What follows belongs to an exercise in optimizing a design on an open flow for small area, a short achievable clock period and few clock cycles per item; a production flow would make more cautious choices.
In this exercise RTL edits were held to simulation tests only and were not proved equivalent to the original.
The flow treats the clock pin as an ideal source. Dropping or thinning the clock tree relies on that and would not hold on a real chip.
Power and IR drop assume default switching activity.

== run A ==
Design SquareRoot, start of the top module:
module SquareRoot(outdata,checkflag,clk,rst,start,indata);
 input wire clk;
 input wire rst;
 input wire start;
 input wire [31:0] indata;
 output reg [15:0] outdata;    
 output reg checkflag;
 reg [13:0] h;       
 reg [15:0] r;       
 reg        neg;     
 reg        busy;
 reg [6:0]  j;       
 reg        late;    
 wire last = j[6] & ~j[5];       
 wire [15:0] m;
 assign m[1:0] = 2'b11;
 genvar k;
 generate
    for (k = 2; k <= 8; k = k + 1) begin : mlo
        assign m[k] = j[k-2] | late;
    end
    for (k = 9; k <= 14; k = k + 1) begin : mhi
        assign m[k] = late & ~j[k-9];
    end
 endgenerate
 assign m[15] = 1'b0;
 wire [17:0] sum = {r, h[13], outdata[15]} + {(outdata & m) ^ {16{~neg}}, 2'b11};
 function [4:0] first2;
    input [3:0] n;
    begin
    case (n)
    4'd0:  first2 = {2'd0, 3'd0};
    4'd1:  first2 = {2'd1, 3'd0};
    4'd2:  first2 = {2'd1, 3'd1};
    4'd3:  first2 = {2'd1, 3'd2};
    4'd4:  first2 = {2'd2, 3'd0};
    4'd5:  first2 = {2'd2, 3'd1};
    4'd6:  first2 = {2'd2, 3'd2};
    4'd7:  first2 = {2'd2, 3'd3};
    4'd8:  first2 = {2'd2, 3'd4};
    4'd9:  first2 = {2'd3, 3'd0};
    4'd10: first2 = {2'd3, 3'd1};
    4'd11: first2 = {2'd3, 3'd2};
    4'd12: first2 = {2'd3, 3'd3};
    4'd13: first2 = {2'd3, 3'd4};
    4'd14: first2 = {2'd3, 3'd5};
    default: first2 = {2'd3, 3'd6};
    endcase
    end
 endfunction
 wire [1:0] q0;
  ...
Size in the first run: ~350 cells after synthesis, roughly 57 flip-flops, roughly 52 I/O pins, about 2800 um^2 of cells after synthesis.
==> flow/config.mk <==
export PLATFORM = sky130hd
export DESIGN_NAME = SquareRoot
export DESIGN_NICKNAME = SquareRoot
export VERILOG_FILES = /design/flow/design.v
export SDC_FILE = /design/flow/constraint.sdc
export NUM_CORES = 4
export LEC_CHECK = 0
export ABC_AREA = 1
export CAP_MARGIN = 20
export CORE_MARGIN = 2
export CORE_UTILIZATION = 55
export SETUP_SLACK_MARGIN = 5
export SLEW_MARGIN = 20
==> flow/constraint.sdc <==
create_clock -name core_clock -period 8.5 [get_ports {clk}]
set_input_delay 1.7000 -clock core_clock [delete_from_list [all_inputs] [get_ports {clk}]]
set_output_delay 1.7000 -clock core_clock [all_outputs]
set_load 0.01 [all_outputs]
standard.sh (not shown) runs the stock make flow with config.mk's settings and CLKGATE_MAP_FILE= SYNTH_SCRIPT=/design/flow/synth_recipe.tcl, a recipe that flattens the netlist after the stock synthesis.
==> flow/flow/run.sh <==
#!/bin/bash
set -euo pipefail
MARGIN=$(cat flow/margin.txt)
export PRE_CTS_TCL="$PWD/flow/pre_cts.tcl"
bash standard.sh "SYNTH_SCRIPT=$PWD/flow/synth.tcl" \
  "BUFFER_PORTS_ARGS=-buffer_cell sky130_fd_sc_hd__buf_1" \
  "SETUP_SLACK_MARGIN=$MARGIN" "PRE_CTS_TCL=$PRE_CTS_TCL" finish > standard.log 2>&1
==> flow/flow/abc.script <==
strash
dch -f
map -a
topo
stime -c
buffer -c
upsize -c
dnsize -c
==> flow/flow/margin.txt <==
6.3
==> flow/flow/synth.tcl <==
# The standard synthesis (synth_recipe.tcl, which keeps the registers and
# their names), with ABC given flow/abc.script instead of ORFS's script.
set ::own_abc_script [file join [file dirname [file normalize [info script]]] abc.script]
proc abc {args} {
  set i [lsearch -exact $args -script]
  if {$i >= 0} { lset args [expr {$i + 1}] $::own_abc_script }
  yosys abc {*}$args
}
source [file join [file dirname [file dirname [file normalize [info script]]]] synth_recipe.tcl]
Other scripts of this flow, unchanged in this note and not shown: flow/flow/pre_cts.tcl
Every stage of the flow completed for run A, and the final layout passed the timing, design-rule and antenna checks.
Testbench counts of run A, summed over its fixed seeds: cycles 30,720, ops 2,048.
Modified inputs, run B compared to run A
Settings: changing CORE_UTILIZATION from 55 to 75.
==> flow/flow/abc.script <==
strash
&get -n
&st
&dch -f
&nf -a
&put
topo
stime -c
buffer -c
upsize -c
dnsize -c
==> flow/flow/margin.txt <==
6.0
[summary]
- Run B completed end to end with timing, DRC and antenna clean.
- Taking run A as 1.0, run B lands at 0.69 on tap cell count.
- Number of ordinary inverters in the final layout was lower in run B than in run A.
- Lower final wirelength among run B and run A: run A
- Looking at multi-input combinational gate total, run B sits below run A.
- Taking run A as the reference, in run B multiplexer fraction of the synthesized cell area +5.3 points, critical path depth now sits higher.
The inputs of run C differ from those of run B as listed below.
==> flow/flow/run.sh <==
#!/bin/bash
set -euo pipefail
MARGIN=$(cat flow/margin.txt)
export PRE_CTS_TCL="$PWD/flow/pre_cts.tcl"
bash standard.sh "BUFFER_PORTS_ARGS=-buffer_cell sky130_fd_sc_hd__buf_1" \
  "SETUP_SLACK_MARGIN=$MARGIN" "PRE_CTS_TCL=$PRE_CTS_TCL" finish > standard.log 2>&1
==> flow/flow/margin.txt <==
6.1
removed: flow/flow/abc.script
removed: flow/flow/synth.tcl
### Flow results
Run C vs. run B: fraction of area in multi-input gates has remained practically unchanged, floorplan core area has increased, worst stage delay on the critical path has decreased, overall die height has increased. Taking run B as the reference point, the synthesized-area fraction occupied by adder cells of run C falls by 0.68 points. In run C the fraction of final layout cells with drive strength greater than 1 turned out 1.8 points lower than in run B. Diff run B -> run C: growth of design area from synthesis to finish fell 2.5 points, measured slew at the worst slew-check pin rose 0.26 ns, final routed wirelength across all metal layers fell about 5.5%.
What run D does differently from run C at the input level:
Settings: swapping 75 for 55 in CORE_UTILIZATION.
==> flow/flow/run.sh <==
#!/bin/bash
set -euo pipefail
MARGIN=$(cat flow/margin.txt)
export PRE_CTS_TCL="$PWD/flow/pre_cts.tcl"
bash standard.sh "SYNTH_SCRIPT=$PWD/flow/synth.tcl" \
  "BUFFER_PORTS_ARGS=-buffer_cell sky130_fd_sc_hd__buf_1" \
  "SETUP_SLACK_MARGIN=$MARGIN" "PRE_CTS_TCL=$PRE_CTS_TCL" finish > standard.log 2>&1
==> flow/flow/abc.script (new file) <==
strash
dch -f
map -a
topo
stime -c
buffer -c
upsize -c
dnsize -c
==> flow/flow/synth.tcl (new file) <==
# The standard synthesis (synth_recipe.tcl, which keeps the registers and
# their names), with ABC given flow/abc.script instead of ORFS's script.
set ::own_abc_script [file join [file dirname [file normalize [info script]]] abc.script]
proc abc {args} {
  set i [lsearch -exact $args -script]
  if {$i >= 0} { lset args [expr {$i + 1}] $::own_abc_script }
  # ORFS passes the SDC period (in ns) as -D, which ABC reads as ps
  set i [lsearch -exact $args -D]
  if {$i >= 0} { lset args [expr {$i + 1}] 2400 }
  yosys abc {*}$args
}
source [file join [file dirname [file dirname [file normalize [info script]]]] synth_recipe.tcl]
==> results.txt <==
- Part of the power in registers in run D is 1.9 points higher than in run C
- Diff run C -> run D | critical path depth in cells | decrease of 5
- Between run D and run C, it is run D whose global-route usage over all layers is lower, by 12 points.
- Run D: switching power is about 18% lower than what run C reported.
- On clock latency on the worst-skew pair, run D and run C are neck and neck.
- Going from run C to run D, the routed wire length was found to have gone down by 28%.
No run of this note takes its clock network from TritonCTS; it comes from the design's own scripts or RTL.

re-timing with driven ports:
In the flow no input, the clock included, has a driving cell. The finished layouts below were timed again as built, in two steps. Step 1 assumes that a clkbuf_16 drives the clock port and a buf_2 every other input. Step 2 adds t to the input delays and takes it off the output delays; t is the mean of the earliest and latest rising clock arrival at the registers after step 1. Input paths then give back, and output paths get back, about the clock's delay inside the block. a / b / c = ideal / step 1 / step 2; a / b = the first two.
run	shift t [ns]	slack for setup (ns)	hold WS [ns]	worst slew at a driven data input, ns
run A	0.210	6.018 / 5.972 / 5.988	0.434 / 0.434 / 0.434	0.06
run B	0.211	5.914 / 5.915 / 5.712	0.474 / 0.474 / 0.474	0.07
run C	0.218	5.995 / 6.023 / 5.805	0.423 / 0.423 / 0.423	0.05
run D	0.210	6.126 / 6.079 / 5.954	0.421 / 0.421 / 0.421	0.04
After both steps setup and hold are still met in every run listed. For run B, which loses most, drivers alone change the setup slack by +0.001 ns; drivers and shift together by -0.202 ns.
